From an optimization exercise on the open Yosys and OpenROAD flow, aimed at small area and a short achievable clock period; shortcuts taken in it are not production practice. Power and IR drop assume default switching activity.

// nconv_top
module nconv_top
#( parameter
        LANES = 4,
        DEQ_CUT = 6'b011110,
        Q_CUT = 5'b01010
) (
    input wire clk, rstn,
    input wire activate,
    input wire [4:0] bitwidth,
    input wire [15:0] scale_fp,
    input wire [15:0] inv_scale_fp,
    input wire deq_in_valid,
    input wire [(LANES*16)-1:0] deq_in_data,
    output wire deq_out_valid,
    output wire [(LANES*16)-1:0] deq_out_data,
    input wire q_in_valid,
    input wire [(LANES*16)-1:0] q_in_data,
    output wire q_out_valid,
    output wire [(LANES*16)-1:0] q_out_data
);
    localparam integer ND = 0 + DEQ_CUT[0] + DEQ_CUT[1] + DEQ_CUT[2] + DEQ_CUT[3] + DEQ_CUT[4] + DEQ_CUT[5];
    localparam integer NQ = 0 + Q_CUT[0] + Q_CUT[1] + Q_CUT[2] + Q_CUT[3] + Q_CUT[4];
    reg rstn_intern;
    wire start = rstn & activate & ~rstn_intern;
    always @(posedge clk) rstn_intern <= rstn & activate;
    reg [4:0] bw;
    reg deq_sign, deq_zero;
    reg [6:0] deq_man;
    reg [7:0] deq_exp15;
    reg q_sign, q_zero, q_man_zero;
    reg [6:0] q_man;
    reg [7:0] q_exp3;
    always @(posedge clk) begin
        if (start) begin
            bw <= bitwidth;
            deq_sign <= scale_fp[15];
            deq_zero <= scale_fp[14:7] == 8'd0;
            deq_man <= scale_fp[6:0];
            deq_exp15 <= scale_fp[14:7] + 8'd15;
            q_sign <= inv_scale_fp[15];
            q_zero <= inv_scale_fp[14:7] == 8'd0;
            q_man_zero <= inv_scale_fp[6:0] == 7'd0;
  ...
For scale: ~620 flip-flops, about 300 I/O pins.
Settings: LEC_CHECK=0, ABC_CLOCK_PERIOD_IN_PS=4500, CAP_MARGIN=0, CORE_MARGIN=2, CORE_UTILIZATION=60, PLACE_DENSITY=0.75, SETUP_SLACK_MARGIN=2.0, SLEW_MARGIN=0; clock period 6.5 ns.
run.sh (not shown) runs the stock make flow with config.mk's settings and CLKGATE_MAP_FILE= SYNTH_SCRIPT=/design/flow/synth_recipe.tcl, a recipe that flattens the netlist after the stock synthesis.
Change:
==> flow/flow/run.sh (new file) <==
#!/bin/bash
# The standard layout, with every input and output port buffered by the
# smallest buffer (buf_1) instead of the one buffer_ports picks by itself.
set -euo pipefail
echo 'export BUFFER_PORTS_ARGS = -buffer_cell sky130_fd_sc_hd__buf_1' >> config.mk
bash standard.sh > standard.log 2>&1
==> flow/standard.sh (new file) <==
#!/bin/bash
# synth_recipe.tcl (not shown) runs the flow's synth.tcl, then flattens the netlist and writes it again
# the make line also repeats each setting of config.mk as NAME=value (left out here)
make -C /OpenROAD-flow-scripts/flow DESIGN_CONFIG=/design/flow/config.mk WORK_HOME=/design/flow/orfs CLKGATE_MAP_FILE= SYNTH_SCRIPT=/design/flow/synth_recipe.tcl "${@:-finish}"
--- a/flow/config.mk
+++ b/flow/config.mk
@@ -8 +8 @@
-export ABC_CLOCK_PERIOD_IN_PS = 4500
+export ABC_CLOCK_PERIOD_IN_PS = 3500
@@ -13 +13 @@
-export SETUP_SLACK_MARGIN = 2.0
+export SETUP_SLACK_MARGIN = 3.0
@@ -14,0 +15 @@
+export BUFFER_PORTS_ARGS = -buffer_cell sky130_fd_sc_hd__buf_1
removed: flow/run.sh
What happened: Non-clock buffer count went up by 171; worst setup slack is better by 0.11 ns; final cell count grows by 2.7%; sequential cell count does not change; area after synthesis does not change.
Change:
--- a/flow/config.mk
+++ b/flow/config.mk
@@ -8 +8 @@
-export ABC_CLOCK_PERIOD_IN_PS = 3500
+export ABC_CLOCK_PERIOD_IN_PS = 4000
@@ -13 +13 @@
-export SETUP_SLACK_MARGIN = 3.0
+export SETUP_SLACK_MARGIN = 2.5
The changed run completed with no timing, DRC or antenna violations.
Die area stays the same.
Critical path depth went up by 1.
Setup slack degrades by 0.035 ns.
Final cell count is lower by 1.3%.
Final area decreases by 3.3%.
Sequential cell count stays the same.
Function was not checked in any run of this note: the RTL went through the layout flow alone.

========
## AL
nconv_top, a different RTL version from the one above (not shown whole).
For scale: roughly 5200 cells after synthesis, roughly 300 I/O pins, roughly 46000 µm² of cells after synthesis.
Settings: LEC_CHECK=0, ABC_CLOCK_PERIOD_IN_PS=5000, CAP_MARGIN=0, CORE_MARGIN=2, CORE_UTILIZATION=60, PLACE_DENSITY=0.75, SETUP_SLACK_MARGIN=1.5, SLEW_MARGIN=0; clock period 6.5 ns.
Stock flow here: none of the scripts above is used.
Edits applied to the flow inputs when going from AL to JK:
- removing ABC_CLOCK_PERIOD_IN_PS (formerly 5000)
- removing SETUP_SLACK_MARGIN (formerly 1.5)
[summary]
Diff AL -> JK: via count dropped 2.1%, met2 track demand over resource went down. Comparing JK and AL, the lower share of total power in sequential cells was measured on AL. Going from AL to JK, the detailed-route wire length per cell was found to have gone down by 0.85 µm. Lower overall power of the completed layout was reported by JK, not AL. On die area, JK and AL are basically level. The amount of wire on met3 after detailed routing reported for JK is smaller than that of AL by 7.9%. JK vs AL — leakage power summed over all cells dropped by a few percent. In the final design statistics, JK uses fewer standard cells in total than AL. Reported for JK and AL, synthesized instance count turned out identical to the last digit. Total non-filler cell area in the finished layout on JK is down relative to AL.
No run of this note included a check of the RTL's function; only the layout flow was run.

========
## sierra
Another version of the RTL of nconv_top (not shown whole).
For scale: ~300 I/O pins.
## nconv_top
module nconv_top
#( parameter
        LANES = 4,
        DEQ_CUT = 6'b011110,
        Q_CUT = 5'b01010
) (
    input wire clk, rstn,
    input wire activate,
    input wire [4:0] bitwidth,
    input wire [15:0] scale_fp,
    input wire [15:0] inv_scale_fp,
    input wire deq_in_valid,
    input wire [(LANES*16)-1:0] deq_in_data,
    output wire deq_out_valid,
    output wire [(LANES*16)-1:0] deq_out_data,
    input wire q_in_valid,
    input wire [(LANES*16)-1:0] q_in_data,
    output wire q_out_valid,
    output wire [(LANES*16)-1:0] q_out_data
);
Settings: LEC_CHECK=0, ABC_CLOCK_PERIOD_IN_PS=4000, CAP_MARGIN=0, CORE_MARGIN=2, CORE_UTILIZATION=70, PLACE_DENSITY=0.85, SETUP_SLACK_MARGIN=2.5, SLEW_MARGIN=0, BUFFER_PORTS_ARGS=-buffer_cell sky130_fd_sc_hd__buf_1; clock period 6.5 ns.
standard.sh (not shown) runs the stock make flow with config.mk's settings and CLKGATE_MAP_FILE= SYNTH_SCRIPT=/design/flow/synth_recipe.tcl, a recipe that flattens the netlist after the stock synthesis.
==> flow/flow/run.sh <==
#!/bin/bash
# The standard layout, with every input and output port buffered by the
# smallest buffer (buf_1) instead of the one buffer_ports picks by itself.
set -euo pipefail
echo 'export BUFFER_PORTS_ARGS = -buffer_cell sky130_fd_sc_hd__buf_1' >> config.mk
bash standard.sh > standard.log 2>&1
Setup changes, sierra to nickel
- putting CTS_BUF_LIST at sky130_fd_sc_hd__clkbuf_8 where nothing was set
- swapping 70 for 60 in CORE_UTILIZATION
- swapping 0.85 for 0.75 in PLACE_DENSITY
--- outcome ---
Note that the area of the die recorded for nickel amounts to 1.16 times the value seen in sierra. Cmp nickel and sierra / worst slack on hold paths / lower: sierra. Starting utilization of the core area delta for nickel relative to sierra: 9.7 points lower. Number of global-route vias before repair: lower on nickel. Compared with sierra, in nickel first-pass GRT wire length decreased by about 2.5% relative to the old numbers, via count decreased 2,230, number of cells on the critical path shrank by 1, number of detailed-route iterations in the first pass now sits higher, share of the final layout cell area in sequential cells neither gained nor lost much.
No run of this note included a check of the RTL's function; only the layout flow was run.

## separate check: timing with driven ports
In the flow no input, the clock included, has a driving cell. The finished layouts below were timed again as built, in two steps.
Step 1 sets driving cells, clkbuf_16 on the clock port and buf_2 on the other inputs (assumed; they add their load-dependent delay and slew).
Step 2 times the ports against the registers' clock, not the clock port: input delays grow and output delays shrink by t, the midpoint of the rising clock arrivals with the driver on.
Three values: ideal, step 1, step 2; two values: the first two.
run	t (ns)	setup WS [ns]	worst register clock-pin slew, ns
the first run of note 1	0.679	1.965 / 1.892 / 1.606	0.07 / 0.07
the second run of note 1	0.684	2.078 / 2.005 / 2.316	0.07 / 0.07
the third run of note 1	0.689	2.043 / 1.973 / 2.038	0.07 / 0.07
AL	0.677	1.353 / 1.353 / 0.998	0.07 / 0.07
JK	0.663	0.693 / 0.693 / 0.515	0.07 / 0.07
sierra	0.683	1.062 / 0.993 / 1.676	0.08 / 0.08
nickel	0.783	1.766 / 1.697 / 2.194	0.07 / 0.07
After both steps every run listed still meets setup and hold. The setup slack of the first run of note 1, which loses most, moves by -0.073 ns with the drivers and by -0.359 ns with both steps.
